This is an optimization exercise on Yosys and OpenROAD, whose aim is small area, a short achievable clock period and few clock cycles per item, not a production implementation.
Function was not checked in any run shown here: the RTL went through the layout flow alone.

==> flow/design.v, too long to show whole: its modules and the start of the top module <==
// module Calvalid: 906 lines
// module CalvalidR: 911 lines
// module LowN: 9 lines
// module LowR: 3 lines
// module HiBit: 5 lines
// module LowBit: 4 lines
// module And2: 3 lines
// module And3: 3 lines
// module And4: 3 lines
// module Nand2: 3 lines
// module Nand3: 3 lines
// module Nor2: 3 lines
// module Nor3: 3 lines
// module FullAdd: 4 lines
// module HitTest: 36 lines
// module RippleSub: 35 lines
module HitTest(
    input clk,
    input rst,
    input start,
    input rsel,
    input [15:0] x,
    input [15:0] y,
    input [15:0] notex,
    input [15:0] notey,
    input signed [15:0] indx,
    input signed [15:0] indy,
    output valJR,
    output valE,
    output valr,
    output valR,
    output reg ready
);
  // ...
==> flow/flow/run.sh <==
#!/bin/bash
set -euo pipefail
B="BUFFER_PORTS_ARGS=-buffer_cell sky130_fd_sc_hd__buf_1"
R=orfs/results/sky130hd/HitTest/base
bash standard.sh "$B" floorplan > standard_floorplan.log 2>&1
cat > upsize.tcl <<EOT
read_liberty $FLOW_HOME/platforms/sky130hd/lib/sky130_fd_sc_hd__tt_025C_1v80.lib
read_db $R/2_floorplan.odb
set n 0
foreach inst [[ord::get_db_block] getInsts] {
  set name [\$inst getName]
  if {[[\$inst getMaster] getName] eq "sky130_fd_sc_hd__dfxtp_1" && [string match {n[ab][xy]*} \$name]} {
    replace_cell \$name sky130_fd_sc_hd__dfxtp_4
    incr n
  }
}
puts "upsized \$n registers"
write_db $R/2_floorplan.odb
EOT
openroad -no_init -exit upsize.tcl > upsize.log 2>&1
bash standard.sh "$B" finish > standard_finish.log 2>&1
==> flow/standard.sh <==
#!/bin/bash
# synth_recipe.tcl (not shown) runs the flow's synth.tcl, then flattens the netlist and writes it again
# the make line also repeats each setting of config.mk as NAME=value (left out here)
make -C /OpenROAD-flow-scripts/flow DESIGN_CONFIG=/design/flow/config.mk WORK_HOME=/design/flow/orfs CLKGATE_MAP_FILE= SYNTH_SCRIPT=/design/flow/synth_recipe.tcl "${@:-finish}"
==> flow/config.mk <==
export PLATFORM = sky130hd
export DESIGN_NAME = HitTest
export DESIGN_NICKNAME = HitTest
export VERILOG_FILES = /design/flow/design.v
export SDC_FILE = /design/flow/constraint.sdc
export NUM_CORES = 4
export LEC_CHECK = 0
export CAP_MARGIN = 20
export CORE_MARGIN = 2
export CORE_UTILIZATION = 60
export SETUP_SLACK_MARGIN = 2.5
export SLEW_MARGIN = 20
export SYNTH_HIERARCHICAL = 1
export SYNTH_MINIMUM_KEEP_SIZE = 0
==> flow/constraint.sdc <==
create_clock -name core_clock -period 10.0 [get_ports {clk}]
set_input_delay 2.0000 -clock core_clock [delete_from_list [all_inputs] [get_ports {clk}]]
set_output_delay 2.0000 -clock core_clock [all_outputs]
set_load 0.01 [all_outputs]
==> run summary, run 1 <==
* Weighted congestion at the end of routability-driven global placement at 0.912
* Startpoint of the worst hold path: rsel
* Clock transition at path regs at 60 ps
* Instance count of the mapped netlist at 1,756
* Final standard cell utilization of the core at 63.5%
* Pre-CTS setup slack at 3280 ps
* Remaining Overflow, GRT at 0
* Outcome: no timing/DRC/antenna violations
* Headroom to the max-slew limit at 66.5%
* Die area at 32,000 um2
* Number of signal-net inverters in the final layout at 55
* Fin worst setup slack at 2900 ps
* Number of well taps at 396
* Sequential cell area share at 8.60%
* Fill cell total of the finished layout at 2,493
* Share of post-route cells with drive strength above 1 at 8.60%
* Sink count of the clock tree at 70
* Non-filler instance count after layout at 2,144
* Chain of cells forming the critical path: nor2_1, fa_1, fa_1, fa_1, fa_1, fa_1, fa_1, xor2_1, xnor2_1, nand3_1, nor3_2, and4_1, buf_1
* Synthesis-to-finish area growth at 4.90%
* Resize count post-CTS at 0
* Setup_tns at 0 ps
* Combinational family with the most area after synthesis: adder cells
* Largest stage delay on the critical path at 540 ps
* Number of multi-input logic gates at 1,499
* Path category of the worst min-delay check: input pin to flip-flop
* H-tree Lvls at 3
* Most used cells in the layout excluding fill and tap cells: fa_1, nor2_1, buf_1
* Final worst hold slack at 1750 ps
* Number of clock buffers inserted by TritonCTS at 9
==> module Calvalid, before the edit <==
module Calvalid(
    input [16:0] na, nb,
    input rsel,
    output inJR, inE, inR
);
wire [16:0] a = ~na;
wire [16:0] b = ~nb;
wire t1 = a[1] & ~a[0];
wire t2 = a[2] & ~a[1];
wire t3 = a[3] & ~a[2];
wire t4 = a[4] & ~a[3];
wire t5 = a[5] & ~a[4];
wire t6 = a[6] & ~a[5];
wire t7 = a[7] & ~a[6];
wire t8 = a[8] & ~a[7];
wire t9 = a[9] & ~a[8];
wire t10 = a[10] & ~a[9];
wire t11 = a[11] & ~a[10];
wire t12 = a[12] & ~a[11];
wire t13 = a[13] & ~a[12];
wire t14 = a[14] & ~a[13];
wire t15 = a[15] & ~a[14];
wire t16 = a[0] & a[1];
wire t17 = a[0] & a[2];
wire t18 = a[0] & a[3];
wire t19 = a[0] & a[4];
wire t20 = a[0] & a[5];
wire t21 = a[0] & a[6];
wire t22 = a[0] & a[7];
wire t23 = a[0] & a[8];
wire t24 = a[0] & a[9];
wire t25 = a[0] & a[10];
wire t26 = a[0] & a[11];
wire t27 = a[0] & a[12];
wire t28 = a[0] & a[13];
wire t29 = a[0] & a[14];
wire t30 = a[0] & a[15];
wire t31 = a[1] & a[2];
wire t32 = a[1] & a[3];
wire t33 = a[1] & a[4];
wire t34 = a[1] & a[5];
wire t35 = a[1] & a[6];
wire t36 = a[1] & a[7];
wire t37 = a[1] & a[8];
wire t38 = a[1] & a[9];
wire t39 = a[1] & a[10];
wire t40 = a[1] & a[11];
wire t41 = a[1] & a[12];
wire t42 = a[1] & a[13];
wire t43 = a[1] & a[14];
wire t44 = a[1] & a[15];
wire t45 = a[2] & a[3];
wire t46 = a[2] & a[4];
wire t47 = a[2] & a[5];
wire t48 = a[2] & a[6];
wire t49 = a[2] & a[7];
wire t50 = a[2] & a[8];
wire t51 = a[2] & a[9];
wire t52 = a[2] & a[10];
wire t53 = a[2] & a[11];
wire t54 = a[2] & a[12];
wire t55 = a[2] & a[13];
wire t56 = a[2] & a[14];
wire t57 = a[2] & a[15];
wire t58 = a[3] & a[4];
wire t59 = a[3] & a[5];
wire t60 = a[3] & a[6];
wire t61 = a[3] & a[7];
wire t62 = a[3] & a[8];
wire t63 = a[3] & a[9];
wire t64 = a[3] & a[10];
wire t65 = a[3] & a[11];
wire t66 = a[3] & a[12];
wire t67 = a[3] & a[13];
wire t68 = a[3] & a[14];
wire t69 = a[3] & a[15];
wire t70 = a[4] & a[5];
wire t71 = a[4] & a[6];
wire t72 = a[4] & a[7];
wire t73 = a[4] & a[8];
wire t74 = a[4] & a[9];
wire t75 = a[4] & a[10];
wire t76 = a[4] & a[11];
wire t77 = a[4] & a[12];
wire t78 = a[4] & a[13];
wire t79 = a[4] & a[14];
wire t80 = a[4] & a[15];
wire t81 = a[5] & a[6];
wire t82 = a[5] & a[7];
wire t83 = a[5] & a[8];
wire t84 = a[5] & a[9];
wire t85 = a[5] & a[10];
wire t86 = a[5] & a[11];
wire t87 = a[5] & a[12];
wire t88 = a[5] & a[13];
wire t89 = a[5] & a[14];
wire t90 = a[5] & a[15];
wire t91 = a[6] & a[7];
wire t92 = a[6] & a[8];
wire t93 = a[6] & a[9];
wire t94 = a[6] & a[10];
wire t95 = a[6] & a[11];
wire t96 = a[6] & a[12];
wire t97 = a[6] & a[13];
wire t98 = a[6] & a[14];
wire t99 = a[6] & a[15];
wire t100 = a[7] & a[8];
wire t101 = a[7] & a[9];
wire t102 = a[7] & a[10];
wire t103 = a[7] & a[11];
wire t104 = a[7] & a[12];
wire t105 = a[7] & a[13];
wire t106 = a[7] & a[14];
wire t107 = a[7] & a[15];
wire t108 = a[8] & a[9];
wire t109 = a[8] & a[10];
wire t110 = a[8] & a[11];
wire t111 = a[8] & a[12];
wire t112 = a[8] & a[13];
wire t113 = a[8] & a[14];
wire t114 = a[8] & a[15];
wire t115 = a[9] & a[10];
wire t116 = a[9] & a[11];
wire t117 = a[9] & a[12];
wire t118 = a[9] & a[13];
wire t119 = a[9] & a[14];
wire t120 = a[9] & a[15];
wire t121 = a[10] & a[11];
wire t122 = a[10] & a[12];
wire t123 = a[10] & a[13];
wire t124 = a[10] & a[14];
wire t125 = a[10] & a[15];
wire t126 = a[11] & a[12];
wire t127 = a[11] & a[13];
wire t128 = a[11] & a[14];
wire t129 = a[11] & a[15];
wire t130 = a[12] & a[13];
wire t131 = a[12] & a[14];
wire t132 = a[12] & a[15];
wire t133 = a[13] & a[14];
wire t134 = a[13] & a[15];
wire t135 = a[14] & a[15];
wire t136 = ~(a[16] & a[0]);
wire t137 = ~(a[16] & a[1]);
wire t138 = ~(a[16] & a[2]);
wire t139 = ~(a[16] & a[3]);
wire t140 = ~(a[16] & a[4]);
wire t141 = ~(a[16] & a[5]);
wire t142 = ~(a[16] & a[6]);
wire t143 = ~(a[16] & a[7]);
wire t144 = ~(a[16] & a[8]);
wire t145 = ~(a[16] & a[9]);
wire t146 = ~(a[16] & a[10]);
wire t147 = ~(a[16] & a[11]);
wire t148 = ~(a[16] & a[12]);
wire t149 = ~(a[16] & a[13]);
wire t150 = ~(a[16] & a[14]);
wire t151 = b[1] & ~b[0];
wire t152 = b[2] & ~b[1];
wire t153 = b[3] & ~b[2];
wire t154 = b[4] & ~b[3];
wire t155 = b[5] & ~b[4];
wire t156 = b[6] & ~b[5];
wire t157 = b[7] & ~b[6];
wire t158 = b[8] & ~b[7];
wire t159 = b[9] & ~b[8];
wire t160 = b[10] & ~b[9];
wire t161 = b[11] & ~b[10];
wire t162 = b[12] & ~b[11];
wire t163 = b[13] & ~b[12];
wire t164 = b[14] & ~b[13];
wire t165 = b[15] & ~b[14];
wire t166 = b[0] & b[1];
wire t167 = b[0] & b[2];
wire t168 = b[0] & b[3];
wire t169 = b[0] & b[4];
wire t170 = b[0] & b[5];
wire t171 = b[0] & b[6];
wire t172 = b[0] & b[7];
wire t173 = b[0] & b[8];
wire t174 = b[0] & b[9];
wire t175 = b[0] & b[10];
wire t176 = b[0] & b[11];
wire t177 = b[0] & b[12];
wire t178 = b[0] & b[13];
wire t179 = b[0] & b[14];
wire t180 = b[0] & b[15];
wire t181 = b[1] & b[2];
wire t182 = b[1] & b[3];
wire t183 = b[1] & b[4];
wire t184 = b[1] & b[5];
wire t185 = b[1] & b[6];
wire t186 = b[1] & b[7];
wire t187 = b[1] & b[8];
wire t188 = b[1] & b[9];
wire t189 = b[1] & b[10];
wire t190 = b[1] & b[11];
wire t191 = b[1] & b[12];
wire t192 = b[1] & b[13];
wire t193 = b[1] & b[14];
wire t194 = b[1] & b[15];
wire t195 = b[2] & b[3];
wire t196 = b[2] & b[4];
wire t197 = b[2] & b[5];
wire t198 = b[2] & b[6];
wire t199 = b[2] & b[7];
wire t200 = b[2] & b[8];
wire t201 = b[2] & b[9];
wire t202 = b[2] & b[10];
wire t203 = b[2] & b[11];
wire t204 = b[2] & b[12];
wire t205 = b[2] & b[13];
wire t206 = b[2] & b[14];
wire t207 = b[2] & b[15];
wire t208 = b[3] & b[4];
wire t209 = b[3] & b[5];
wire t210 = b[3] & b[6];
wire t211 = b[3] & b[7];
wire t212 = b[3] & b[8];
wire t213 = b[3] & b[9];
wire t214 = b[3] & b[10];
wire t215 = b[3] & b[11];
wire t216 = b[3] & b[12];
wire t217 = b[3] & b[13];
wire t218 = b[3] & b[14];
wire t219 = b[3] & b[15];
wire t220 = b[4] & b[5];
wire t221 = b[4] & b[6];
wire t222 = b[4] & b[7];
wire t223 = b[4] & b[8];
wire t224 = b[4] & b[9];
wire t225 = b[4] & b[10];
wire t226 = b[4] & b[11];
wire t227 = b[4] & b[12];
wire t228 = b[4] & b[13];
wire t229 = b[4] & b[14];
wire t230 = b[4] & b[15];
wire t231 = b[5] & b[6];
wire t232 = b[5] & b[7];
wire t233 = b[5] & b[8];
wire t234 = b[5] & b[9];
wire t235 = b[5] & b[10];
wire t236 = b[5] & b[11];
wire t237 = b[5] & b[12];
wire t238 = b[5] & b[13];
wire t239 = b[5] & b[14];
wire t240 = b[5] & b[15];
wire t241 = b[6] & b[7];
wire t242 = b[6] & b[8];
wire t243 = b[6] & b[9];
wire t244 = b[6] & b[10];
wire t245 = b[6] & b[11];
wire t246 = b[6] & b[12];
wire t247 = b[6] & b[13];
wire t248 = b[6] & b[14];
wire t249 = b[6] & b[15];
wire t250 = b[7] & b[8];
wire t251 = b[7] & b[9];
wire t252 = b[7] & b[10];
wire t253 = b[7] & b[11];
wire t254 = b[7] & b[12];
wire t255 = b[7] & b[13];
wire t256 = b[7] & b[14];
wire t257 = b[7] & b[15];
wire t258 = b[8] & b[9];
wire t259 = b[8] & b[10];
wire t260 = b[8] & b[11];
wire t261 = b[8] & b[12];
wire t262 = b[8] & b[13];
wire t263 = b[8] & b[14];
wire t264 = b[8] & b[15];
wire t265 = b[9] & b[10];
wire t266 = b[9] & b[11];
wire t267 = b[9] & b[12];
wire t268 = b[9] & b[13];
wire t269 = b[9] & b[14];
wire t270 = b[9] & b[15];
wire t271 = b[10] & b[11];
wire t272 = b[10] & b[12];
wire t273 = b[10] & b[13];
wire t274 = b[10] & b[14];
wire t275 = b[10] & b[15];
wire t276 = b[11] & b[12];
wire t277 = b[11] & b[13];
wire t278 = b[11] & b[14];
wire t279 = b[11] & b[15];
wire t280 = b[12] & b[13];
wire t281 = b[12] & b[14];
wire t282 = b[12] & b[15];
wire t283 = b[13] & b[14];
wire t284 = b[13] & b[15];
wire t285 = b[14] & b[15];
wire t286 = ~(b[16] & b[0]);
wire t287 = ~(b[16] & b[1]);
wire t288 = ~(b[16] & b[2]);
wire t289 = ~(b[16] & b[3]);
wire t290 = ~(b[16] & b[4]);
wire t291 = ~(b[16] & b[5]);
wire t292 = ~(b[16] & b[6]);
wire t293 = ~(b[16] & b[7]);
wire t294 = ~(b[16] & b[8]);
wire t295 = ~(b[16] & b[9]);
wire t296 = ~(b[16] & b[10]);
wire t297 = ~(b[16] & b[11]);
wire t298 = ~(b[16] & b[12]);
wire t299 = ~(b[16] & b[13]);
wire t300 = ~(b[16] & b[14]);
wire s301, c301;
FullAdd fa301(.a(t16), .b(t17), .c(t166), .s(s301), .co(c301));
wire s302, c302;
FullAdd fa302(.a(t18), .b(t168), .c(t2), .s(s302), .co(c302));
wire s303, c303;
FullAdd fa303(.a(t19), .b(t31), .c(t32), .s(s303), .co(c303));
wire s304, c304;
FullAdd fa304(.a(t169), .b(t181), .c(t182), .s(s304), .co(c304));
wire s305, c305;
FullAdd fa305(.a(t20), .b(t33), .c(t170), .s(s305), .co(c305));
wire s306, c306;
FullAdd fa306(.a(t183), .b(t3), .c(t153), .s(s306), .co(c306));
wire s307, c307;
FullAdd fa307(.a(t21), .b(t34), .c(t45), .s(s307), .co(c307));
wire s308, c308;
FullAdd fa308(.a(t46), .b(t171), .c(t184), .s(s308), .co(c308));
wire s309 = t195 ^ t196;
wire c309 = t195 & t196;
wire s310, c310;
FullAdd fa310(.a(t22), .b(t35), .c(t47), .s(s310), .co(c310));
wire s311, c311;
FullAdd fa311(.a(t172), .b(t185), .c(t197), .s(s311), .co(c311));
wire s312 = t4 ^ t154;
wire c312 = t4 & t154;
wire s313, c313;
FullAdd fa313(.a(t23), .b(t36), .c(t48), .s(s313), .co(c313));
wire s314, c314;
FullAdd fa314(.a(t58), .b(t59), .c(t173), .s(s314), .co(c314));
wire s315, c315;
FullAdd fa315(.a(t186), .b(t198), .c(t208), .s(s315), .co(c315));
wire s316, c316;
FullAdd fa316(.a(t24), .b(t37), .c(t49), .s(s316), .co(c316));
wire s317, c317;
FullAdd fa317(.a(t60), .b(t174), .c(t187), .s(s317), .co(c317));
wire s318, c318;
FullAdd fa318(.a(t199), .b(t210), .c(t5), .s(s318), .co(c318));
wire s319, c319;
FullAdd fa319(.a(t25), .b(t38), .c(t50), .s(s319), .co(c319));
wire s320, c320;
FullAdd fa320(.a(t61), .b(t70), .c(t71), .s(s320), .co(c320));
wire s321, c321;
FullAdd fa321(.a(t175), .b(t188), .c(t200), .s(s321), .co(c321));
wire s322, c322;
FullAdd fa322(.a(t211), .b(t220), .c(t221), .s(s322), .co(c322));
wire s323, c323;
FullAdd fa323(.a(t26), .b(t39), .c(t51), .s(s323), .co(c323));
wire s324, c324;
FullAdd fa324(.a(t62), .b(t72), .c(t176), .s(s324), .co(c324));
wire s325, c325;
FullAdd fa325(.a(t189), .b(t201), .c(t212), .s(s325), .co(c325));
wire s326, c326;
FullAdd fa326(.a(t222), .b(t6), .c(t156), .s(s326), .co(c326));
wire s327, c327;
FullAdd fa327(.a(t27), .b(t40), .c(t52), .s(s327), .co(c327));
wire s328, c328;
FullAdd fa328(.a(t63), .b(t73), .c(t81), .s(s328), .co(c328));
wire s329 = t82 ^ t177;
wire c329 = t82 & t177;
wire s330, c330;
FullAdd fa330(.a(t28), .b(t41), .c(t53), .s(s330), .co(c330));
wire s331, c331;
FullAdd fa331(.a(t64), .b(t74), .c(t83), .s(s331), .co(c331));
wire s332, c332;
FullAdd fa332(.a(t29), .b(t42), .c(t54), .s(s332), .co(c332));
wire s333, c333;
FullAdd fa333(.a(t65), .b(t75), .c(t84), .s(s333), .co(c333));
wire s334 = t91 ^ t92;
wire c334 = t91 & t92;
wire s335, c335;
FullAdd fa335(.a(t30), .b(t43), .c(t55), .s(s335), .co(c335));
wire s336, c336;
FullAdd fa336(.a(t66), .b(t76), .c(t85), .s(s336), .co(c336));
wire s337, c337;
FullAdd fa337(.a(t93), .b(t180), .c(t193), .s(s337), .co(c337));
wire s338, c338;
FullAdd fa338(.a(t44), .b(t56), .c(t67), .s(s338), .co(c338));
wire s339, c339;
FullAdd fa339(.a(t77), .b(t86), .c(t94), .s(s339), .co(c339));
wire s340, c340;
FullAdd fa340(.a(t100), .b(t101), .c(t194), .s(s340), .co(c340));
wire s341, c341;
FullAdd fa341(.a(t206), .b(t217), .c(t227), .s(s341), .co(c341));
wire s342, c342;
FullAdd fa342(.a(t57), .b(t68), .c(t78), .s(s342), .co(c342));
wire s343, c343;
FullAdd fa343(.a(t87), .b(t95), .c(t102), .s(s343), .co(c343));
wire s344, c344;
FullAdd fa344(.a(t207), .b(t218), .c(t228), .s(s344), .co(c344));
wire s345 = t237 ^ t245;
wire c345 = t237 & t245;
wire s346, c346;
FullAdd fa346(.a(t69), .b(t79), .c(t88), .s(s346), .co(c346));
wire s347, c347;
FullAdd fa347(.a(t96), .b(t103), .c(t108), .s(s347), .co(c347));
wire s348, c348;
FullAdd fa348(.a(t109), .b(t219), .c(t229), .s(s348), .co(c348));
wire s349 = t238 ^ t246;
wire c349 = t238 & t246;
wire s350, c350;
FullAdd fa350(.a(t80), .b(t89), .c(t97), .s(s350), .co(c350));
wire s351, c351;
FullAdd fa351(.a(t104), .b(t110), .c(t230), .s(s351), .co(c351));
wire s352 = t239 ^ t247;
wire c352 = t239 & t247;
wire s353, c353;
FullAdd fa353(.a(t90), .b(t98), .c(t105), .s(s353), .co(c353));
wire s354, c354;
FullAdd fa354(.a(t111), .b(t115), .c(t116), .s(s354), .co(c354));
wire s355 = t99 ^ t106;
wire c355 = t99 & t106;
wire s356 = t152 ^ c301;
wire c356 = t152 & c301;
wire s357, c357;
FullAdd fa357(.a(s303), .b(s304), .c(c302), .s(s357), .co(c357));
wire s358, c358;
FullAdd fa358(.a(c303), .b(c304), .c(s305), .s(s358), .co(c358));
wire s359, c359;
FullAdd fa359(.a(s309), .b(c305), .c(s307), .s(s359), .co(c359));
wire s360 = s308 ^ c306;
wire c360 = s308 & c306;
wire s361, c361;
FullAdd fa361(.a(c309), .b(s312), .c(c307), .s(s361), .co(c361));
wire s362, c362;
FullAdd fa362(.a(c308), .b(s310), .c(s311), .s(s362), .co(c362));
wire s363, c363;
FullAdd fa363(.a(t209), .b(c312), .c(c310), .s(s363), .co(c363));
wire s364, c364;
FullAdd fa364(.a(c311), .b(s313), .c(s314), .s(s364), .co(c364));
wire s365, c365;
FullAdd fa365(.a(t155), .b(c313), .c(c314), .s(s365), .co(c365));
wire s366, c366;
FullAdd fa366(.a(c315), .b(s316), .c(s317), .s(s366), .co(c366));
wire s367, c367;
FullAdd fa367(.a(c316), .b(c317), .c(s319), .s(s367), .co(c367));
wire s368, c368;
FullAdd fa368(.a(s320), .b(s321), .c(s322), .s(s368), .co(c368));
wire s369, c369;
FullAdd fa369(.a(c319), .b(c320), .c(c321), .s(s369), .co(c369));
wire s370, c370;
FullAdd fa370(.a(c322), .b(s323), .c(s324), .s(s370), .co(c370));
wire s371 = s325 ^ s326;
wire c371 = s325 & s326;
wire s372, c372;
FullAdd fa372(.a(t190), .b(t202), .c(t213), .s(s372), .co(c372));
wire s373, c373;
FullAdd fa373(.a(t223), .b(t231), .c(t232), .s(s373), .co(c373));
wire s374, c374;
FullAdd fa374(.a(s329), .b(c323), .c(c324), .s(s374), .co(c374));
wire s375 = c325 ^ s327;
wire c375 = c325 & s327;
wire s376, c376;
FullAdd fa376(.a(t178), .b(t191), .c(t203), .s(s376), .co(c376));
wire s377, c377;
FullAdd fa377(.a(t214), .b(t224), .c(t233), .s(s377), .co(c377));
wire s378, c378;
FullAdd fa378(.a(t7), .b(t157), .c(c329), .s(s378), .co(c378));
wire s379, c379;
FullAdd fa379(.a(c327), .b(c328), .c(s330), .s(s379), .co(c379));
wire s380, c380;
FullAdd fa380(.a(t179), .b(t192), .c(t204), .s(s380), .co(c380));
wire s381, c381;
FullAdd fa381(.a(t215), .b(t225), .c(t234), .s(s381), .co(c381));
wire s382, c382;
FullAdd fa382(.a(t241), .b(t242), .c(s334), .s(s382), .co(c382));
wire s383, c383;
FullAdd fa383(.a(c330), .b(c331), .c(s332), .s(s383), .co(c383));
wire s384, c384;
FullAdd fa384(.a(t205), .b(t216), .c(t226), .s(s384), .co(c384));
wire s385, c385;
FullAdd fa385(.a(t235), .b(t243), .c(t8), .s(s385), .co(c385));
wire s386, c386;
FullAdd fa386(.a(t158), .b(c334), .c(c332), .s(s386), .co(c386));
wire s387, c387;
FullAdd fa387(.a(c333), .b(s335), .c(s336), .s(s387), .co(c387));
wire s388, c388;
FullAdd fa388(.a(t236), .b(t244), .c(t250), .s(s388), .co(c388));
wire s389, c389;
FullAdd fa389(.a(t251), .b(t136), .c(t286), .s(s389), .co(c389));
wire s390, c390;
FullAdd fa390(.a(c335), .b(c336), .c(c337), .s(s390), .co(c390));
wire s391, c391;
FullAdd fa391(.a(s338), .b(s339), .c(s340), .s(s391), .co(c391));
wire s392, c392;
FullAdd fa392(.a(t252), .b(t9), .c(t159), .s(s392), .co(c392));
wire s393, c393;
FullAdd fa393(.a(t137), .b(t287), .c(s345), .s(s393), .co(c393));
wire s394, c394;
FullAdd fa394(.a(c338), .b(c339), .c(c340), .s(s394), .co(c394));
wire s395, c395;
FullAdd fa395(.a(c341), .b(s342), .c(s343), .s(s395), .co(c395));
wire s396, c396;
FullAdd fa396(.a(t253), .b(t258), .c(t259), .s(s396), .co(c396));
wire s397, c397;
FullAdd fa397(.a(t138), .b(t288), .c(c345), .s(s397), .co(c397));
wire s398, c398;
FullAdd fa398(.a(s349), .b(c342), .c(c343), .s(s398), .co(c398));
wire s399, c399;
FullAdd fa399(.a(c344), .b(s346), .c(s347), .s(s399), .co(c399));
wire s400, c400;
FullAdd fa400(.a(t254), .b(t260), .c(t10), .s(s400), .co(c400));
wire s401, c401;
FullAdd fa401(.a(t160), .b(t139), .c(t289), .s(s401), .co(c401));
wire s402, c402;
FullAdd fa402(.a(c349), .b(s352), .c(c346), .s(s402), .co(c402));
wire s403, c403;
FullAdd fa403(.a(c347), .b(c348), .c(s350), .s(s403), .co(c403));
wire s404, c404;
FullAdd fa404(.a(t240), .b(t248), .c(t255), .s(s404), .co(c404));
wire s405, c405;
FullAdd fa405(.a(t261), .b(t265), .c(t266), .s(s405), .co(c405));
wire s406, c406;
FullAdd fa406(.a(t140), .b(t290), .c(c352), .s(s406), .co(c406));
wire s407, c407;
FullAdd fa407(.a(c350), .b(c351), .c(s353), .s(s407), .co(c407));
wire s408, c408;
FullAdd fa408(.a(t112), .b(t117), .c(t249), .s(s408), .co(c408));
wire s409, c409;
FullAdd fa409(.a(t256), .b(t262), .c(t267), .s(s409), .co(c409));
wire s410, c410;
FullAdd fa410(.a(t11), .b(t161), .c(t141), .s(s410), .co(c410));
wire s411, c411;
FullAdd fa411(.a(t291), .b(s355), .c(c353), .s(s411), .co(c411));
wire s412, c412;
FullAdd fa412(.a(t107), .b(t113), .c(t118), .s(s412), .co(c412));
wire s413, c413;
FullAdd fa413(.a(t121), .b(t122), .c(t257), .s(s413), .co(c413));
wire s414, c414;
FullAdd fa414(.a(t263), .b(t268), .c(t271), .s(s414), .co(c414));
wire s415, c415;
FullAdd fa415(.a(t272), .b(t142), .c(t292), .s(s415), .co(c415));
wire s416, c416;
FullAdd fa416(.a(t114), .b(t119), .c(t123), .s(s416), .co(c416));
wire s417, c417;
FullAdd fa417(.a(t264), .b(t269), .c(t273), .s(s417), .co(c417));
wire s418 = t12 ^ t162;
wire c418 = t12 & t162;
wire s419, c419;
FullAdd fa419(.a(t120), .b(t124), .c(t126), .s(s419), .co(c419));
wire s420, c420;
FullAdd fa420(.a(t127), .b(t270), .c(t274), .s(s420), .co(c420));
wire s421 = t125 ^ t128;
wire c421 = t125 & t128;
wire s422 = s306 ^ s358;
wire c422 = s306 & s358;
wire s423, c423;
FullAdd fa423(.a(s360), .b(c358), .c(s359), .s(s423), .co(c423));
wire s424, c424;
FullAdd fa424(.a(c360), .b(s361), .c(c359), .s(s424), .co(c424));
wire s425, c425;
FullAdd fa425(.a(s315), .b(c361), .c(s363), .s(s425), .co(c425));
wire s426 = c362 ^ s364;
wire c426 = c362 & s364;
wire s427, c427;
FullAdd fa427(.a(s318), .b(c363), .c(s365), .s(s427), .co(c427));
wire s428 = c364 ^ s366;
wire c428 = c364 & s366;
wire s429, c429;
FullAdd fa429(.a(c318), .b(c365), .c(c366), .s(s429), .co(c429));
wire s430 = s367 ^ s368;
wire c430 = s367 & s368;
wire s431, c431;
FullAdd fa431(.a(s369), .b(s371), .c(c367), .s(s431), .co(c431));
wire s432 = c368 ^ s370;
wire c432 = c368 & s370;
wire s433, c433;
FullAdd fa433(.a(s372), .b(s373), .c(s328), .s(s433), .co(c433));
wire s434, c434;
FullAdd fa434(.a(c326), .b(s375), .c(c371), .s(s434), .co(c434));
wire s435 = c369 ^ s374;
wire c435 = c369 & s374;
wire s436, c436;
FullAdd fa436(.a(c372), .b(c373), .c(s376), .s(s436), .co(c436));
wire s437, c437;
FullAdd fa437(.a(s377), .b(s331), .c(c375), .s(s437), .co(c437));
wire s438, c438;
FullAdd fa438(.a(s378), .b(c374), .c(s379), .s(s438), .co(c438));
wire s439, c439;
FullAdd fa439(.a(c376), .b(c377), .c(s380), .s(s439), .co(c439));
wire s440, c440;
FullAdd fa440(.a(s381), .b(s333), .c(c378), .s(s440), .co(c440));
wire s441, c441;
FullAdd fa441(.a(s382), .b(c379), .c(s383), .s(s441), .co(c441));
wire s442, c442;
FullAdd fa442(.a(c380), .b(c381), .c(s384), .s(s442), .co(c442));
wire s443, c443;
FullAdd fa443(.a(s337), .b(s385), .c(c382), .s(s443), .co(c443));
wire s444, c444;
FullAdd fa444(.a(s386), .b(c383), .c(s387), .s(s444), .co(c444));
wire s445, c445;
FullAdd fa445(.a(c384), .b(s388), .c(s341), .s(s445), .co(c445));
wire s446, c446;
FullAdd fa446(.a(c385), .b(s389), .c(c386), .s(s446), .co(c446));
wire s447, c447;
FullAdd fa447(.a(s390), .b(c387), .c(s391), .s(s447), .co(c447));
wire s448, c448;
FullAdd fa448(.a(c388), .b(s344), .c(s392), .s(s448), .co(c448));
wire s449, c449;
FullAdd fa449(.a(c389), .b(s393), .c(c390), .s(s449), .co(c449));
wire s450, c450;
FullAdd fa450(.a(s394), .b(c391), .c(s395), .s(s450), .co(c450));
wire s451, c451;
FullAdd fa451(.a(s396), .b(s348), .c(c392), .s(s451), .co(c451));
wire s452, c452;
FullAdd fa452(.a(c393), .b(s397), .c(c394), .s(s452), .co(c452));
wire s453, c453;
FullAdd fa453(.a(s398), .b(c395), .c(s399), .s(s453), .co(c453));
wire s454, c454;
FullAdd fa454(.a(c396), .b(s351), .c(s400), .s(s454), .co(c454));
wire s455, c455;
FullAdd fa455(.a(s401), .b(c397), .c(c398), .s(s455), .co(c455));
wire s456, c456;
FullAdd fa456(.a(s402), .b(c399), .c(s403), .s(s456), .co(c456));
wire s457, c457;
FullAdd fa457(.a(s404), .b(s405), .c(s354), .s(s457), .co(c457));
wire s458, c458;
FullAdd fa458(.a(c400), .b(c401), .c(s406), .s(s458), .co(c458));
wire s459, c459;
FullAdd fa459(.a(c402), .b(c403), .c(s407), .s(s459), .co(c459));
wire s460, c460;
FullAdd fa460(.a(c354), .b(c404), .c(c405), .s(s460), .co(c460));
wire s461, c461;
FullAdd fa461(.a(s408), .b(s409), .c(s410), .s(s461), .co(c461));
wire s462, c462;
FullAdd fa462(.a(c406), .b(s411), .c(c407), .s(s462), .co(c462));
wire s463, c463;
FullAdd fa463(.a(c355), .b(c408), .c(c409), .s(s463), .co(c463));
wire s464, c464;
FullAdd fa464(.a(s412), .b(s413), .c(s414), .s(s464), .co(c464));
wire s465, c465;
FullAdd fa465(.a(c410), .b(s415), .c(c411), .s(s465), .co(c465));
wire s466, c466;
FullAdd fa466(.a(t143), .b(t293), .c(s418), .s(s466), .co(c466));
wire s467, c467;
FullAdd fa467(.a(c412), .b(c413), .c(c414), .s(s467), .co(c467));
wire s468, c468;
FullAdd fa468(.a(s416), .b(s417), .c(c415), .s(s468), .co(c468));
wire s469, c469;
FullAdd fa469(.a(t276), .b(t277), .c(t144), .s(s469), .co(c469));
wire s470, c470;
FullAdd fa470(.a(t294), .b(c418), .c(c416), .s(s470), .co(c470));
wire s471, c471;
FullAdd fa471(.a(c417), .b(s419), .c(s420), .s(s471), .co(c471));
wire s472, c472;
FullAdd fa472(.a(t275), .b(t278), .c(t13), .s(s472), .co(c472));
wire s473, c473;
FullAdd fa473(.a(t163), .b(t145), .c(t295), .s(s473), .co(c473));
wire s474, c474;
FullAdd fa474(.a(s421), .b(c419), .c(c420), .s(s474), .co(c474));
wire s475, c475;
FullAdd fa475(.a(t129), .b(t130), .c(t131), .s(s475), .co(c475));
wire s476, c476;
FullAdd fa476(.a(t279), .b(t280), .c(t281), .s(s476), .co(c476));
wire s477, c477;
FullAdd fa477(.a(t146), .b(t296), .c(c421), .s(s477), .co(c477));
wire s478, c478;
FullAdd fa478(.a(t132), .b(t282), .c(t14), .s(s478), .co(c478));
wire s479 = t164 ^ t147;
wire c479 = t164 & t147;
wire s480, c480;
FullAdd fa480(.a(t133), .b(t134), .c(t283), .s(s480), .co(c480));
wire s481 = s362 ^ s424;
wire c481 = s362 & s424;
wire s482, c482;
FullAdd fa482(.a(s426), .b(c424), .c(s425), .s(s482), .co(c482));
wire s483, c483;
FullAdd fa483(.a(c426), .b(s428), .c(c425), .s(s483), .co(c483));
wire s484, c484;
FullAdd fa484(.a(c428), .b(s430), .c(c427), .s(s484), .co(c484));
wire s485, c485;
FullAdd fa485(.a(c430), .b(s432), .c(c429), .s(s485), .co(c485));
wire s486, c486;
FullAdd fa486(.a(c370), .b(s433), .c(s435), .s(s486), .co(c486));
wire s487 = c432 ^ s434;
wire c487 = c432 & s434;
wire s488, c488;
FullAdd fa488(.a(c433), .b(s436), .c(c435), .s(s488), .co(c488));
wire s489, c489;
FullAdd fa489(.a(s437), .b(c434), .c(s438), .s(s489), .co(c489));
wire s490, c490;
FullAdd fa490(.a(c436), .b(s439), .c(s440), .s(s490), .co(c490));
wire s491, c491;
FullAdd fa491(.a(c437), .b(c438), .c(s441), .s(s491), .co(c491));
wire s492, c492;
FullAdd fa492(.a(c439), .b(s442), .c(c440), .s(s492), .co(c492));
wire s493, c493;
FullAdd fa493(.a(s443), .b(c441), .c(s444), .s(s493), .co(c493));
wire s494, c494;
FullAdd fa494(.a(c442), .b(s445), .c(c443), .s(s494), .co(c494));
wire s495, c495;
FullAdd fa495(.a(s446), .b(c444), .c(s447), .s(s495), .co(c495));
wire s496, c496;
FullAdd fa496(.a(c445), .b(s448), .c(c446), .s(s496), .co(c496));
wire s497, c497;
FullAdd fa497(.a(s449), .b(c447), .c(s450), .s(s497), .co(c497));
wire s498, c498;
FullAdd fa498(.a(s451), .b(c448), .c(c449), .s(s498), .co(c498));
wire s499, c499;
FullAdd fa499(.a(s452), .b(c450), .c(s453), .s(s499), .co(c499));
wire s500, c500;
FullAdd fa500(.a(c451), .b(s454), .c(c452), .s(s500), .co(c500));
wire s501, c501;
FullAdd fa501(.a(s455), .b(c453), .c(s456), .s(s501), .co(c501));
wire s502, c502;
FullAdd fa502(.a(s457), .b(c454), .c(s458), .s(s502), .co(c502));
wire s503, c503;
FullAdd fa503(.a(c455), .b(c456), .c(s459), .s(s503), .co(c503));
wire s504, c504;
FullAdd fa504(.a(s460), .b(c457), .c(s461), .s(s504), .co(c504));
wire s505, c505;
FullAdd fa505(.a(c458), .b(s462), .c(c459), .s(s505), .co(c505));
wire s506, c506;
FullAdd fa506(.a(c460), .b(s463), .c(s464), .s(s506), .co(c506));
wire s507, c507;
FullAdd fa507(.a(c461), .b(c462), .c(s465), .s(s507), .co(c507));
wire s508, c508;
FullAdd fa508(.a(c463), .b(s466), .c(s467), .s(s508), .co(c508));
wire s509, c509;
FullAdd fa509(.a(c464), .b(s468), .c(c465), .s(s509), .co(c509));
wire s510, c510;
FullAdd fa510(.a(s469), .b(c466), .c(c467), .s(s510), .co(c510));
wire s511, c511;
FullAdd fa511(.a(s470), .b(s471), .c(c468), .s(s511), .co(c511));
wire s512, c512;
FullAdd fa512(.a(s472), .b(c469), .c(s473), .s(s512), .co(c512));
wire s513, c513;
FullAdd fa513(.a(c470), .b(s474), .c(c471), .s(s513), .co(c513));
wire s514, c514;
FullAdd fa514(.a(s475), .b(s476), .c(c472), .s(s514), .co(c514));
wire s515, c515;
FullAdd fa515(.a(c473), .b(s477), .c(c474), .s(s515), .co(c515));
wire s516, c516;
FullAdd fa516(.a(t297), .b(c475), .c(c476), .s(s516), .co(c516));
wire s517, c517;
FullAdd fa517(.a(s479), .b(s478), .c(c477), .s(s517), .co(c517));
wire s518, c518;
FullAdd fa518(.a(t284), .b(t148), .c(t298), .s(s518), .co(c518));
wire s519, c519;
FullAdd fa519(.a(s480), .b(c479), .c(c478), .s(s519), .co(c519));
wire s520, c520;
FullAdd fa520(.a(t15), .b(t165), .c(t149), .s(s520), .co(c520));
wire s521 = t299 ^ c480;
wire c521 = t299 & c480;
wire s522 = t135 ^ t285 ^ t150;
wire s523 = s427 ^ s483;
wire c523 = s427 & s483;
wire s524, c524;
FullAdd fa524(.a(s429), .b(c483), .c(s484), .s(s524), .co(c524));
wire s525, c525;
FullAdd fa525(.a(s431), .b(c484), .c(s485), .s(s525), .co(c525));
wire s526, c526;
FullAdd fa526(.a(c431), .b(s487), .c(s486), .s(s526), .co(c526));
wire s527, c527;
FullAdd fa527(.a(c487), .b(s488), .c(c486), .s(s527), .co(c527));
wire s528, c528;
FullAdd fa528(.a(c488), .b(s490), .c(c489), .s(s528), .co(c528));
wire s529, c529;
FullAdd fa529(.a(c490), .b(s492), .c(c491), .s(s529), .co(c529));
wire s530, c530;
FullAdd fa530(.a(c492), .b(s494), .c(c493), .s(s530), .co(c530));
wire s531, c531;
FullAdd fa531(.a(c494), .b(s496), .c(c495), .s(s531), .co(c531));
wire s532, c532;
FullAdd fa532(.a(c496), .b(s498), .c(c497), .s(s532), .co(c532));
wire s533, c533;
FullAdd fa533(.a(c498), .b(s500), .c(c499), .s(s533), .co(c533));
wire s534, c534;
FullAdd fa534(.a(s502), .b(c500), .c(c501), .s(s534), .co(c534));
wire s535, c535;
FullAdd fa535(.a(s504), .b(c502), .c(c503), .s(s535), .co(c535));
wire s536, c536;
FullAdd fa536(.a(s506), .b(c504), .c(s507), .s(s536), .co(c536));
wire s537, c537;
FullAdd fa537(.a(s508), .b(c506), .c(s509), .s(s537), .co(c537));
wire s538, c538;
FullAdd fa538(.a(c508), .b(s510), .c(s511), .s(s538), .co(c538));
wire s539, c539;
FullAdd fa539(.a(s512), .b(c510), .c(s513), .s(s539), .co(c539));
wire s540, c540;
FullAdd fa540(.a(s514), .b(c512), .c(c513), .s(s540), .co(c540));
wire s541, c541;
FullAdd fa541(.a(s516), .b(c514), .c(s517), .s(s541), .co(c541));
wire s542, c542;
FullAdd fa542(.a(s518), .b(c516), .c(s519), .s(s542), .co(c542));
wire s543, c543;
FullAdd fa543(.a(c518), .b(s520), .c(s521), .s(s543), .co(c543));
wire s544 = t300 ^ c520 ^ s522;
wire s545 = c485 ^ s526;
wire c545 = c485 & s526;
wire s546, c546;
FullAdd fa546(.a(s489), .b(c526), .c(s527), .s(s546), .co(c546));
wire s547, c547;
FullAdd fa547(.a(s491), .b(c527), .c(s528), .s(s547), .co(c547));
wire s548, c548;
FullAdd fa548(.a(s493), .b(c528), .c(s529), .s(s548), .co(c548));
wire s549, c549;
FullAdd fa549(.a(s495), .b(c529), .c(s530), .s(s549), .co(c549));
wire s550, c550;
FullAdd fa550(.a(s497), .b(c530), .c(s531), .s(s550), .co(c550));
wire s551, c551;
FullAdd fa551(.a(s499), .b(c531), .c(s532), .s(s551), .co(c551));
wire s552, c552;
FullAdd fa552(.a(s501), .b(c532), .c(s533), .s(s552), .co(c552));
wire s553, c553;
FullAdd fa553(.a(s503), .b(c533), .c(s534), .s(s553), .co(c553));
wire s554, c554;
FullAdd fa554(.a(s505), .b(c534), .c(s535), .s(s554), .co(c554));
wire s555, c555;
FullAdd fa555(.a(c505), .b(c535), .c(s536), .s(s555), .co(c555));
wire s556, c556;
FullAdd fa556(.a(c507), .b(s537), .c(c536), .s(s556), .co(c556));
wire s557, c557;
FullAdd fa557(.a(c509), .b(s538), .c(c537), .s(s557), .co(c557));
wire s558, c558;
FullAdd fa558(.a(c511), .b(s539), .c(c538), .s(s558), .co(c558));
wire s559, c559;
FullAdd fa559(.a(s515), .b(s540), .c(c539), .s(s559), .co(c559));
wire s560, c560;
FullAdd fa560(.a(c515), .b(s541), .c(c540), .s(s560), .co(c560));
wire s561, c561;
FullAdd fa561(.a(c517), .b(s542), .c(c541), .s(s561), .co(c561));
wire s562, c562;
FullAdd fa562(.a(c519), .b(s543), .c(c542), .s(s562), .co(c562));
wire s563 = c521 ^ s544 ^ c543;
wire s564 = a[0] ^ b[0];
wire c564 = a[0] & b[0];
wire s565 = t1 ^ t151;
wire c565 = t1 & t151;
wire s566, c566;
FullAdd fa566(.a(t167), .b(c565), .c(s301), .s(s566), .co(c566));
wire s567, c567;
FullAdd fa567(.a(s302), .b(s356), .c(c566), .s(s567), .co(c567));
wire s568, c568;
FullAdd fa568(.a(c356), .b(s357), .c(c567), .s(s568), .co(c568));
wire [5:0] ll = {s568, s567, s566, s565, c564, s564};
wire cr = c568;
wire [6:0] lx = {c524, c523, c482, c481, c423, c422, c357};
wire [6:0] ly = {s525, s524, s523, s482, s481, s423, s422};
wire cl;
wire h569;
LowBit #(.ZI(0)) hb569(.x(s545), .y(c525), .c(cl), .ok(h569));
wire okl = h569;
wire h570;
HiBit #(.ZI(0), .ZP(0)) hb570(.x(s546), .y(c545), .xp(s545), .yp(c525), .ok(h570));
wire h571;
HiBit #(.ZI(0), .ZP(0)) hb571(.x(s547), .y(c546), .xp(s546), .yp(c545), .ok(h571));
wire h572;
HiBit #(.ZI(0), .ZP(0)) hb572(.x(s548), .y(c547), .xp(s547), .yp(c546), .ok(h572));
wire h573;
HiBit #(.ZI(0), .ZP(0)) hb573(.x(s549), .y(c548), .xp(s548), .yp(c547), .ok(h573));
wire h574;
HiBit #(.ZI(1), .ZP(0)) hb574(.x(s550), .y(c549), .xp(s549), .yp(c548), .ok(h574));
wire h575;
HiBit #(.ZI(1), .ZP(1)) hb575(.x(s551), .y(c550), .xp(s550), .yp(c549), .ok(h575));
wire h576;
HiBit #(.ZI(1), .ZP(1)) hb576(.x(s552), .y(c551), .xp(s551), .yp(c550), .ok(h576));
wire h577;
HiBit #(.ZI(1), .ZP(1)) hb577(.x(s553), .y(c552), .xp(s552), .yp(c551), .ok(h577));
wire h578;
HiBit #(.ZI(1), .ZP(1)) hb578(.x(s554), .y(c553), .xp(s553), .yp(c552), .ok(h578));
wire h579;
HiBit #(.ZI(1), .ZP(1)) hb579(.x(s555), .y(c554), .xp(s554), .yp(c553), .ok(h579));
wire h580;
HiBit #(.ZI(1), .ZP(1)) hb580(.x(s556), .y(c555), .xp(s555), .yp(c554), .ok(h580));
wire h581;
HiBit #(.ZI(1), .ZP(1)) hb581(.x(s557), .y(c556), .xp(s556), .yp(c555), .ok(h581));
wire h582;
HiBit #(.ZI(1), .ZP(1)) hb582(.x(s558), .y(c557), .xp(s557), .yp(c556), .ok(h582));
wire h583;
HiBit #(.ZI(1), .ZP(1)) hb583(.x(s559), .y(c558), .xp(s558), .yp(c557), .ok(h583));
wire h584;
HiBit #(.ZI(1), .ZP(1)) hb584(.x(s560), .y(c559), .xp(s559), .yp(c558), .ok(h584));
wire h585;
HiBit #(.ZI(1), .ZP(1)) hb585(.x(s561), .y(c560), .xp(s560), .yp(c559), .ok(h585));
wire h586;
HiBit #(.ZI(1), .ZP(1)) hb586(.x(s562), .y(c561), .xp(s561), .yp(c560), .ok(h586));
wire h587;
HiBit #(.ZI(1), .ZP(1)) hb587(.x(s563), .y(c562), .xp(s562), .yp(c561), .ok(h587));
wire lJR, lE, lR;
LowN low(.ll(ll), .cr(cr), .lx(lx), .ly(ly), .rsel(rsel), .c(cl), .inJR(lJR), .inE(lE), .inR(lR));
wire q588;
Nand3 g588(.a(h570), .b(h571), .c(h572), .y(q588));
wire q589;
Nand3 g589(.a(h573), .b(h574), .c(h575), .y(q589));
wire q590;
Nand3 g590(.a(h576), .b(h577), .c(h578), .y(q590));
wire q591;
Nand3 g591(.a(h579), .b(h580), .c(h581), .y(q591));
wire q592;
Nand3 g592(.a(h582), .b(h583), .c(h584), .y(q592));
wire q593;
Nand3 g593(.a(h585), .b(h586), .c(h587), .y(q593));
wire q594;
Nor3 g594(.a(q588), .b(q589), .c(q590), .y(q594));
wire q595;
Nor3 g595(.a(q591), .b(q592), .c(q593), .y(q595));
And4 g596(.a(q594), .b(q595), .c(lJR), .d(okl), .y(inJR));
And4 g597(.a(q594), .b(q595), .c(lE), .d(okl), .y(inE));
And4 g598(.a(q594), .b(q595), .c(lR), .d(okl), .y(inR));
endmodule
==> run 2, diff against run 1 <==
--- a/flow/design.v
+++ b/flow/design.v
@@ -897,12 +897,20 @@
 wire q593;
 Nand3 g593(.a(h585), .b(h586), .c(h587), .y(q593));
 wire q594;
-Nor3 g594(.a(q588), .b(q589), .c(q590), .y(q594));
+Nor2 g594(.a(q588), .b(q589), .y(q594));
 wire q595;
-Nor3 g595(.a(q591), .b(q592), .c(q593), .y(q595));
-And4 g596(.a(q594), .b(q595), .c(lJR), .d(okl), .y(inJR));
-And4 g597(.a(q594), .b(q595), .c(lE), .d(okl), .y(inE));
-And4 g598(.a(q594), .b(q595), .c(lR), .d(okl), .y(inR));
+Nor2 g595(.a(q590), .b(q591), .y(q595));
+wire q596;
+Nor2 g596(.a(q592), .b(q593), .y(q596));
+wire ol597;
+And2 g598(.a(lJR), .b(okl), .y(ol597));
+And4 g599(.a(q594), .b(q595), .c(q596), .d(ol597), .y(inJR));
+wire ol600;
+And2 g601(.a(lE), .b(okl), .y(ol600));
+And4 g602(.a(q594), .b(q595), .c(q596), .d(ol600), .y(inE));
+wire ol603;
+And2 g604(.a(lR), .b(okl), .y(ol603));
+And4 g605(.a(q594), .b(q595), .c(q596), .d(ol603), .y(inR));
 endmodule
 module CalvalidR(
     input [16:0] na, nb,
==> run summary, run 2 <==
* Outcome: no timing/DRC/antenna violations (unchanged)
* Buffers inserted by post-CTS timing repair at 0 (unchanged)
* Remaining Overflow, GRT at 0 (unchanged)
* Chain of cells forming the critical path: nor2_1, fa_1, fa_1, fa_1, fa_1, fa_1, inv_1, fa_1, xor2_1, o2111ai_1, or4_1, a211oi_2, and2_1, and4_1, buf_1 (was nor2_1, fa_1, fa_1, fa_1, fa_1, fa_1, fa_1, xor2_1, xnor2_1, nand3_1, nor3_2, and4_1, buf_1)
* Residual antenna-violating net count after detailed routing at 0 (unchanged)
* Worst Path Max Fanout at 18 (unchanged)
* Antenna Diode Count at 0 (was 4)
* Fraction of registers with async set or reset after synthesis at 0% (unchanged)
* Leading post-synthesis cells by cell area: fa_1, nor2_1, dfxtp_1 (unchanged)
* Time the final worst path needs with I/O delays and setup at 7090 ps (was 7100 ps)
* Critical Path Sink Type: output port (unchanged)
* Synth Net Count at 2,475 (was 2,471)
* Syn Std Cell Area at 18,400 um2 (about the same)
* Hold-fix buffers, CTS at 0 (unchanged)
* Post-DP HPWL at 35,500 um (was 36,700 um)
* RSZ-0062 raised after global routing: false (unchanged)
* Die extent in y at 179 um (about the same)
* Vias in the first global route at 13,900 (was 14,200)
* Vias at 12,500 (was 12,600)
* WL per Instance at 21.1 um (was 21.8 um)
* Instance count of the mapped netlist at 1,760 (was 1,756)
* Number of hold violations in the final report at 0 (unchanged)
* Fraction of post-synthesis cell area in the top cell type by area at 58.4% (about the same)
* Sequential share of the synthesized area at 7.62% (was 7.63%)
* Mean instance size in the synthesized netlist at 10.4 um2 (was 10.5 um2)
* First-pass GRT wire length at 74,100 um (was 77,200 um)
* H-tree Lvls at 3 (unchanged)
* Setup_tns at 0 ps (unchanged)
* Residual DRC at 0 (unchanged)
* Share of post-route cells with drive strength above 1 at 8.52% (was 8.60%)
* Count of boundary I/O pins at 105 (unchanged)
* Final standard cell utilization of the core at 63.6% (was 63.5%)
* Vias per inst at 5.85 (was 5.86)
* Headroom to the max-slew limit at 65.9% (was 66.5%)
* Count of final setup violators at 0 (unchanged)
* Data required time at the worst endpoint at 8000 ps (about the same)
* Max_cap viols at 0 (unchanged)
* Die area at 32,100 um2 (was 32,000 um2)
* Weighted congestion at the end of routability-driven global placement at 0.849 (was 0.912)
* Clock Tree Root: clkbuf_16 (unchanged)
* Initial DRC count at 790 (was 691)
* Port Buf Inserts at 104 (unchanged)
* Number of clock buffers inserted by TritonCTS at 9 (unchanged)
* Sink count of the clock tree at 70 (unchanged)
* Count leader, synth: fa_1 (unchanged)
* Area of the core region at 30,300 um2 (unchanged)
* Yosys warning count at 7 (unchanged)
* Initial core utilization at 60.6% (was 60.5%)
* Dominant register cell in the synthesized netlist: dfxtp_1 (unchanged)
* Overall routing resource usage at 30.9% (was 32.3%)
* Largest net degree at the start of global routing at 19 (unchanged)
* Net count of the finished layout at 2,458 (was 2,454)
* Chip Width at 179 um (about the same)
* Area of all placed cells without fillers at 19,300 um2 (about the same)
* TritonCTS clock tree: built (unchanged)
* Dominant cell type by count on the critical path: fa_1 (unchanged)
* Synthesized flop and latch total at 70 (unchanged)
* Transition time of the tightest slew-check pin at 509 ps (was 500 ps)
* Post-synth EDFFs at 0 (unchanged)
* Sum of routed wire length over all layers at 45,300 um (was 46,700 um)
* Post-synthesis cell type count at 49 (unchanged)
* Path category of the worst min-delay check: input pin to flip-flop (unchanged)
* Resize count post-CTS at 0 (unchanged)
* Most used cells in the layout excluding fill and tap cells: fa_1, nor2_1, buf_1 (unchanged)
* Critical Path Start Type: flip-flop (unchanged)
* Library cell with the largest summed area after synthesis: fa_1 (unchanged)
* Cell type of the slowest stage on the worst timing path: or4_1 (was fa_1)
* Signal arrival time at the worst endpoint at 5090 ps (was 5100 ps)
* Number of max-slew violations in the final report at 0 (unchanged)
* Kind of critical path: flip-flop to output port (unchanged)
* Most common cell after layout, fill and taps aside: fa_1 (unchanged)
* Drt pass-1 iters at 5 (unchanged)
* Cell area reported after detailed placement at 19,000 um2 (about the same)
* Buffer levels on the longest clock path at 2 (unchanged)
* Clock transition at path regs at 60 ps (about the same)
* Antenna violations before repair at 0 (was 5)
* Synthesis-to-finish area growth at 5.00% (was 4.90%)
* Largest stage delay on the critical path at 550 ps (was 540 ps)
* Period Utilization, post-route at 70.9% (was 71.0%)
* Standard-cell row count at 64 (unchanged)
* Highest clock frequency the design can meet at 0.141 GHz (about the same)
* Most instantiated cells after synthesis: fa_1, nor2_1, clkbuf_1 (unchanged)
-- run 2: cell count changes in the layout (fill, tap and decap cells not counted) --
| cell | previous run | this run |
|---|---|---|
| diode_2 | 4 | 0 |
| and2_1 | 1 | 4 |
| nor2_1 | 507 | 510 |
| clkinvlp_4 | 3 | 1 |
| nor3_2 | 5 | 3 |
| bufinv_16 | 0 | 1 |
| clkbuf_8 | 0 | 1 |
| clkinv_1 | 2 | 1 |
| inv_6 | 1 | 2 |
-- run 2: cell families (layout without fill, tap and decap cells) --
family          count (synthesis)  in the layout  share of synthesized area [%]
simple gates                  716            716                           17.0
buf+inv                       187            175                           4.01
xor+xnor                      103            103                           5.21
compound gates                 69             69                           2.44
flops                          70             70                           7.62
fa+ha+maj                     615            615                           63.7
-- run 2: path summary, 6_finish.rpt --
path,startpoint,end,cells past startpoint
worst min-delay path,rsel,rs,1
worst max-delay path,nay[1],valE,15
-- run 2: per-module statistics from Yosys (local to each module, per instance), a selection --
module / flip-flops and latches / cell area [um2] / times used
Calvalid: 0 / 1940 / 1
LowN: 0 / 499 / 1
LowR: 0 / 141 / 1
And4: 0 / 8.76 / 4
Nor3: 0 / 10.0 / 3
CalvalidR: 0 / 1860 / 1
FullAdd: 0 / 20.0 / 534
Nand2: 0 / 3.75 / 2
RippleSub: 0 / 148 / 4
Nand3: 0 / 5.00 / 13
Nor2: 0 / 3.75 / 3
-- run 2: final cells by class --
| cell class | instances | area [um2] |
|---|---|---|
| Clock buffer | 10 | 239 |
| Tap cell | 396 | 495 |
| Clock inverter | 6 | 68.8 |
| Fill cell | 2493 | 11000 |
| Sequential cell | 70 | 1660 |
| Inverter | 55 | 206 |
| Timing Repair Buffer | 104 | 390 |
| Multi-Input combinational cell | 1503 | 16200 |
-- run 2: metal layers --
metal	GRT usage [%]	up-vias	wire (um)
met5	0	-	0
li1	-	5330	-
met1	42.8	6592	18500
met4	8.43	0	1290
met2	51.3	521	22200
met3	5.11	92	3290
-- run 2: through the flow --
stage,hold WS [ps],std cells,setup WS [ps]
after global placement,2120,2128,3350
after floorplan,2030,1760,3390
after global routing,1790,2144,2740
after detailed placement,2130,2128,3320
final,1790,2144,2910
after CTS,1780,2144,2930
-- run 2: worst max-delay path: cells and delay by family (launching register included) --
family                   cells  cell delay (ps)
flip-flops                   1              520
AND/OR/NAND/NOR              4             1010
adder cells (fa/ha/maj)      6             2360
buffers and inverters        2              250
AO/OA/AOI/OAI                2              430
XOR/XNOR                     1              200

[port drivers added, routing unchanged]
Ports are ideal in the flow. The routed layouts listed here were re-timed in OpenROAD.
Step 1 assumes that a clkbuf_16 drives the clock port and a buf_2 every other input.
Step 2 also shifts input and output timing later by t, the mid clock arrival at the registers, as if the neighbouring blocks saw the same clock.
Slacks: ideal ports / drivers / drivers and shift; pairs: ideal ports / drivers.
| run | shift t [ns] | slack for setup (ns) | hold slack, ns | worst setup path at the end | latest minus earliest clock arrival (ns) |
|---|---|---|---|---|---|
| run 1 | 0.385 | 2.899 / 2.851 / 3.236 | 1.751 / 1.730 / 2.114 | register to output | 0.009 / 0.009 |
| run 2 | 0.383 | 2.907 / 2.860 / 3.243 | 1.792 / 1.769 / 2.152 | register to output | 0.008 / 0.008 |
After both steps every run listed still meets setup and hold.
